This design comes from an exercise in tuning for small area on the open sky130 flow, not from production work.

## north
// Decoder
module Decoder #(parameter BIN_WIDTH = 4)(
    input clk,
    input reset,
    input bypass,
    input [7:0] pState_in,
    input [1:0] n_bin,
    input [15:0] m_value_binRE_in,
    input [16:0] m_value_binEP0_in,
    input [16:0] m_value_binEP1_in,
    input [16:0] m_value_binEP2_in,
    input [16:0] m_value_binEP3_in,
    output wire [BIN_WIDTH - 1:0] bin,
    output wire [15:0] m_value_binRE_out,
    output wire [16:0] m_value_binEP0_out,
    output wire [16:0] m_value_binEP1_out,
    output wire [16:0] m_value_binEP2_out,
    output wire [16:0] m_value_binEP3_out,
    output wire [2:0] numBits,
    output wire mps_renorm,
    output wire lps
);
Size: roughly 770 cells after synthesis, roughly 190 I/O pins.
==> module Decoder, before the edit <==
module Decoder #(parameter BIN_WIDTH = 4)(
    input clk,
    input reset,
    input bypass,
    input [7:0] pState_in,
    input [1:0] n_bin,
    input [15:0] m_value_binRE_in,
    input [16:0] m_value_binEP0_in,
    input [16:0] m_value_binEP1_in,
    input [16:0] m_value_binEP2_in,
    input [16:0] m_value_binEP3_in,
    output wire [BIN_WIDTH - 1:0] bin,
    output wire [15:0] m_value_binRE_out,
    output wire [16:0] m_value_binEP0_out,
    output wire [16:0] m_value_binEP1_out,
    output wire [16:0] m_value_binEP2_out,
    output wire [16:0] m_value_binEP3_out,
    output wire [2:0] numBits,
    output wire mps_renorm,
    output wire lps
);
    reg [8:0] m_range;
    reg [15:0] m_value;
    wire b0, b1, b2, b3;
    wire [15:0] v0, v1, v2, v3;
    Decode_1xEP ep0 (.m_range(m_range), .e(m_value_binEP0_in), .bin_out(b0), .v(v0));
    Decode_1xEP ep1 (.m_range(m_range), .e(m_value_binEP1_in), .bin_out(b1), .v(v1));
    Decode_1xEP ep2 (.m_range(m_range), .e(m_value_binEP2_in), .bin_out(b2), .v(v2));
    Decode_1xEP ep3 (.m_range(m_range), .e(m_value_binEP3_in), .bin_out(b3), .v(v3));
    assign m_value_binEP0_out = {m_value, 1'b0};
    assign m_value_binEP1_out = {v0, 1'b0};
    assign m_value_binEP2_out = {v1, 1'b0};
    assign m_value_binEP3_out = {v2, 1'b0};
    wire sel0 = bypass & ~n_bin[1] & ~n_bin[0];
    wire sel1 = bypass & ~n_bin[1] &  n_bin[0];
    wire sel2 = bypass &  n_bin[1] & ~n_bin[0];
    wire sel3 = bypass &  n_bin[1] &  n_bin[0];
    wire [15:0] v_next = ({16{sel0}} & v0) | ({16{sel1}} & v1) | ({16{sel2}} & v2) |
                         ({16{sel3}} & v3) | ({16{~bypass}} & m_value_binRE_in);
    wire [3:0] bin_ep = {sel3 & b3, (sel2 | sel3) & b2, ~sel0 & b1, b0};
    wire [4:0] q = pState_in[6:2] ^ {5{pState_in[7]}};
    wire [3:0] r = m_range[8:5];
    wire [4:0] pp0 = q & {5{r[0]}};
    wire [4:0] pp1 = q & {5{r[1]}};
    wire [4:0] pp2 = q & {5{r[2]}};
    wire [4:0] pp3 = q & {5{r[3]}};
    wire [4:0] s1; wire c1;
    AddRipple #(5) a1 (.a({1'b0, pp0[4:1]}), .b(pp1), .ci(1'b0), .s(s1), .co(c1));
    wire [4:0] s2; wire c2;
    AddRipple #(5) a2 (.a({c1, s1[4:1]}), .b(pp2), .ci(1'b0), .s(s2), .co(c2));
    wire [4:0] s3; wire c3;
    AddRipple #(5) a3 (.a({c2, s2[4:1]}), .b(pp3), .ci(1'b1), .s(s3), .co(c3));
    wire [7:0] lpsr = {c3, s3, s2[0], s1[0]};
    wire [8:0] rl; wire rl_ge;
    SubRipple #(9) srl (.a(m_range), .b({1'b0, lpsr}), .d(rl), .ge(rl_ge));
    wire [8:0] a_lo; wire a_ge;
    SubRipple #(9) sva (.a(m_value[15:7]), .b(m_range), .d(a_lo), .ge(a_ge));
    wire [7:0] t_lo; wire t_c8;
    AddRipple #(8) at (.a(a_lo[7:0]), .b(lpsr), .ci(1'b0), .s(t_lo), .co(t_c8));
    wire t8 = a_lo[8] ^ t_c8;
    wire c9 = a_lo[8] & t_c8;
    wire t9 = ~a_ge ^ c9;             
    wire t10 = ~a_ge & ~c9;           
    wire [8:0] vd = {t8, t_lo};
    wire is_lps = ~t10 & (rl_ge | t9);
    wire lz2 = ~|lpsr[7:4];
    wire [7:0] l1 = lz2 ? {lpsr[3:0], 4'b0000} : lpsr;
    wire lz1 = ~|l1[7:6];
    wire [7:0] l2 = lz1 ? {l1[5:0], 2'b00} : l1;
    wire lz0 = ~l2[7];
    wire [6:0] l3 = lz0 ? l2[5:0] << 1 : l2[6:0];
    wire [2:0] nb = {lz2, lz1, lz0} + 3'd1;
    assign lps = is_lps;
    assign mps_renorm = is_lps | rl[8];
    assign numBits = is_lps ? nb : 3'd1;
    wire [15:0] sh0 = {vd[7:0], m_value[6:0], 1'b0};
    wire [15:0] sh1 = lz2 ? {sh0[11:0], 4'b0000} : sh0;
    wire [15:0] sh2 = lz1 ? {sh1[13:0], 2'b00} : sh1;
    wire [15:0] re_lps = lz0 ? {sh2[14:0], 1'b0} : sh2;
    wire [15:0] re_mps = rl[8] ? m_value : {m_value[14:0], 1'b0};
    assign m_value_binRE_out = is_lps ? re_lps : re_mps;
    wire [8:0] rng_lps = {1'b1, l3, 1'b0};
    wire [8:0] rng_mps = rl[8] ? rl : {rl[7:0], 1'b0};
    wire [8:0] rng_re = is_lps ? rng_lps : rng_mps;
    wire [3:0] bin_re = is_lps ? {3'b111, ~pState_in[7]} : {3'b000, pState_in[7]};
    assign bin = bypass ? bin_ep : bin_re;
    always @(posedge clk or posedge reset) begin
        if (reset) begin
            m_range <= 9'd510;
            m_value <= 16'd36049;
        end else begin
            m_value <= v_next;
            if (!bypass)
                m_range <= rng_re;
        end
    end
endmodule
==> flow/config.mk <==
export PLATFORM = sky130hd
export DESIGN_NAME = Decoder
export DESIGN_NICKNAME = Decoder
export VERILOG_FILES = /design/flow/design.v
export SDC_FILE = /design/flow/constraint.sdc
export NUM_CORES = 4
export LEC_CHECK = 0
export ABC_AREA = 1
export CAP_MARGIN = 0
export CORE_MARGIN = 2
export CORE_UTILIZATION = 50
export SLEW_MARGIN = 0
==> flow/constraint.sdc <==
create_clock -name core_clock -period 10.0 [get_ports {clk}]
set_input_delay 2.0000 -clock core_clock [delete_from_list [all_inputs] [get_ports {clk}]]
set_output_delay 2.0000 -clock core_clock [all_outputs]
set_load 0.01 [all_outputs]
standard.sh (not shown) runs the stock make flow with config.mk's settings and CLKGATE_MAP_FILE= SYNTH_SCRIPT=/design/flow/synth_recipe.tcl, a recipe that flattens the netlist after the stock synthesis.
==> flow/flow/run.sh <==
#!/bin/bash
# Standard ORFS layout with two changes:
#  1. after the standard synthesis, the combinational logic of its netlist is re-mapped by
#     ABC with area-oriented scripts, a few rounds, keeping the smallest result (the
#     flip-flops are kept exactly as the standard synthesis made them);
#  2. the port buffers use the smallest buffer cell.
set -euo pipefail
HERE=$(pwd)
R=$HERE/orfs/results/sky130hd/Decoder/base
LIB=$FLOW_HOME/platforms/sky130hd/lib/sky130_fd_sc_hd__tt_025C_1v80.lib
DU=""
for c in probe_p_8 probec_p_8 lpflow_bleeder_1 lpflow_clkbufkapwr_1 lpflow_clkbufkapwr_16 \
  lpflow_clkbufkapwr_2 lpflow_clkbufkapwr_4 lpflow_clkbufkapwr_8 lpflow_clkinvkapwr_1 \
  lpflow_clkinvkapwr_16 lpflow_clkinvkapwr_2 lpflow_clkinvkapwr_4 lpflow_clkinvkapwr_8 \
  lpflow_inputiso0n_1 lpflow_inputiso0p_1 lpflow_inputiso1n_1 lpflow_inputiso1p_1 \
  lpflow_isobufsrc_1 lpflow_isobufsrc_16 lpflow_isobufsrc_2 lpflow_isobufsrc_4 \
  lpflow_isobufsrc_8 lpflow_isobufsrckapwr_16; do
  DU="$DU -dont_use sky130_fd_sc_hd__$c"
done

bash standard.sh synth > synth.log 2>&1
cp $R/1_2_yosys.v $HERE/std_synth.v

# one round: re-map the combinational logic of $1 with ABC script $3 into $2
remap() {
  yosys -l $2.log -p "
read_liberty -ignore_miss_func -overwrite -setattr liberty_cell $LIB
blackbox sky130_fd_sc_hd__df*
read_verilog -overwrite $1
hierarchy -top Decoder
flatten
opt_clean
abc -liberty $LIB $DU -script $3
opt_clean -purge
read_liberty -lib -overwrite $LIB
tee -o $2.stat stat -liberty $LIB
write_verilog -noattr -nohex -nodec $2
" > /dev/null
  awk '/Chip area/{print $NF}' $2.stat
}

mkdir -p remap
best=$HERE/std_synth.v
best_area=1e9
cur=$HERE/std_synth.v
for round in 1 2 3 4 5 6 7 8; do
  round_best=""; round_area=1e9
  for s in s5 s9 s10 s13 s14; do
    out=$HERE/remap/r${round}_$s.v
    a=$(remap $cur $out $HERE/flow/$s.abc)
    echo "round $round $s area $a" >> remap/summary.txt
    if awk "BEGIN{exit !($a < $round_area)}"; then round_area=$a; round_best=$out; fi
  done
  cur=$round_best
  if awk "BEGIN{exit !($round_area < $best_area)}"; then best_area=$round_area; best=$round_best; fi
done
echo "best $best $best_area" >> remap/summary.txt

yosys -l $HERE/finalize.log -p "
read_liberty -lib -overwrite $LIB
read_verilog $best
hierarchy -top Decoder
hilomap -singleton -hicell sky130_fd_sc_hd__conb_1 HI -locell sky130_fd_sc_hd__conb_1 LO
insbuf -buf sky130_fd_sc_hd__buf_1 A X
splitnets
opt_clean -purge
check -assert -mapped
stat -liberty $LIB
write_verilog -noattr -nohex -nodec $HERE/resyn.v
" > /dev/null

cp $HERE/resyn.v $R/1_2_yosys.v
rm -f $R/1_synth.odb $R/1_synth.sdc

export BUFFER_PORTS_ARGS="-buffer_cell sky130_fd_sc_hd__buf_1"
export GPL_KEEP_OVERFLOW=0.3
bash standard.sh > standard.log 2>&1
Other scripts of this flow, unchanged in this note and not shown: flow/flow/s10.abc, flow/flow/s13.abc, flow/flow/s14.abc, flow/flow/s5.abc, flow/flow/s9.abc
north: flow completed, timing, DRC and antenna clean
### north -> south
-- flow/design.v --
<<< north, line 123
    wire lz0 = ~l2[7];
    wire [6:0] l3 = lz0 ? l2[5:0] << 1 : l2[6:0];
    wire [2:0] nb = {lz2, lz1, lz0} + 3'd1;
    assign lps = is_lps;
    assign mps_renorm = is_lps | rl[8];
>>> south, line 123
    wire lz0 = ~l2[7];
    wire [6:0] l3 = lz0 ? l2[5:0] << 1 : l2[6:0];
    reg [2:0] nb;
    always @(*) begin
        casez (lpsr[7:3])
            5'b1????: nb = 3'd1;
            5'b01???: nb = 3'd2;
            5'b001??: nb = 3'd3;
            5'b0001?: nb = 3'd4;
            5'b00001: nb = 3'd5;
            default:  nb = 3'd6;
        endcase
    end
    assign lps = is_lps;
    assign mps_renorm = is_lps | rl[8];
- south went all the way through synthesis, placement and routing and the layout is clean on timing, DRC and antenna.
- The lower met1 track utilization from global routing came out of south.
- Against north, synthesized instance count in south fell by a few percent.
- Wire: south routes more than north
- Relative to north, detailed-route via count has gone up in south.
- Comparing south and north, the lower half-perimeter wire length after placement is on north.
- Setup slack: south less than north
- Summary of south over north: synthesized area +about 2.2%, final cell count without fillers -14, average instance area after synthesis +0.27 um2.
- Wire length of the first global-routing pass (south vs. north) increases by more than 10%
Function was not checked in any run of this note: the RTL went through the layout flow alone.

==> re-timing with driven ports <==
The results above use ideal ports. As a check the final layouts listed here were re-extracted and re-timed, cells and wires unchanged. Step 1 assumes that a clkbuf_16 drives the clock port and a buf_2 every other input. Step 2, shift: input delay + t, output delay - t, t = (earliest + latest rising clock arrival at the registers) / 2. This alone moves slack from input paths to output paths. Slacks: ideal ports / drivers / drivers and shift; pairs: ideal ports / drivers.
run	shift t [ns]	setup slack, ns	worst slew at a driven data input, ns
north	0.300	0.472 / 0.451 / 0.451	0.04
south	0.296	0.352 / 0.330 / 0.330	0.05
After both steps every run listed still meets setup and hold. For south, which loses most, drivers alone change the setup slack by -0.022 ns; drivers and shift together by -0.022 ns.
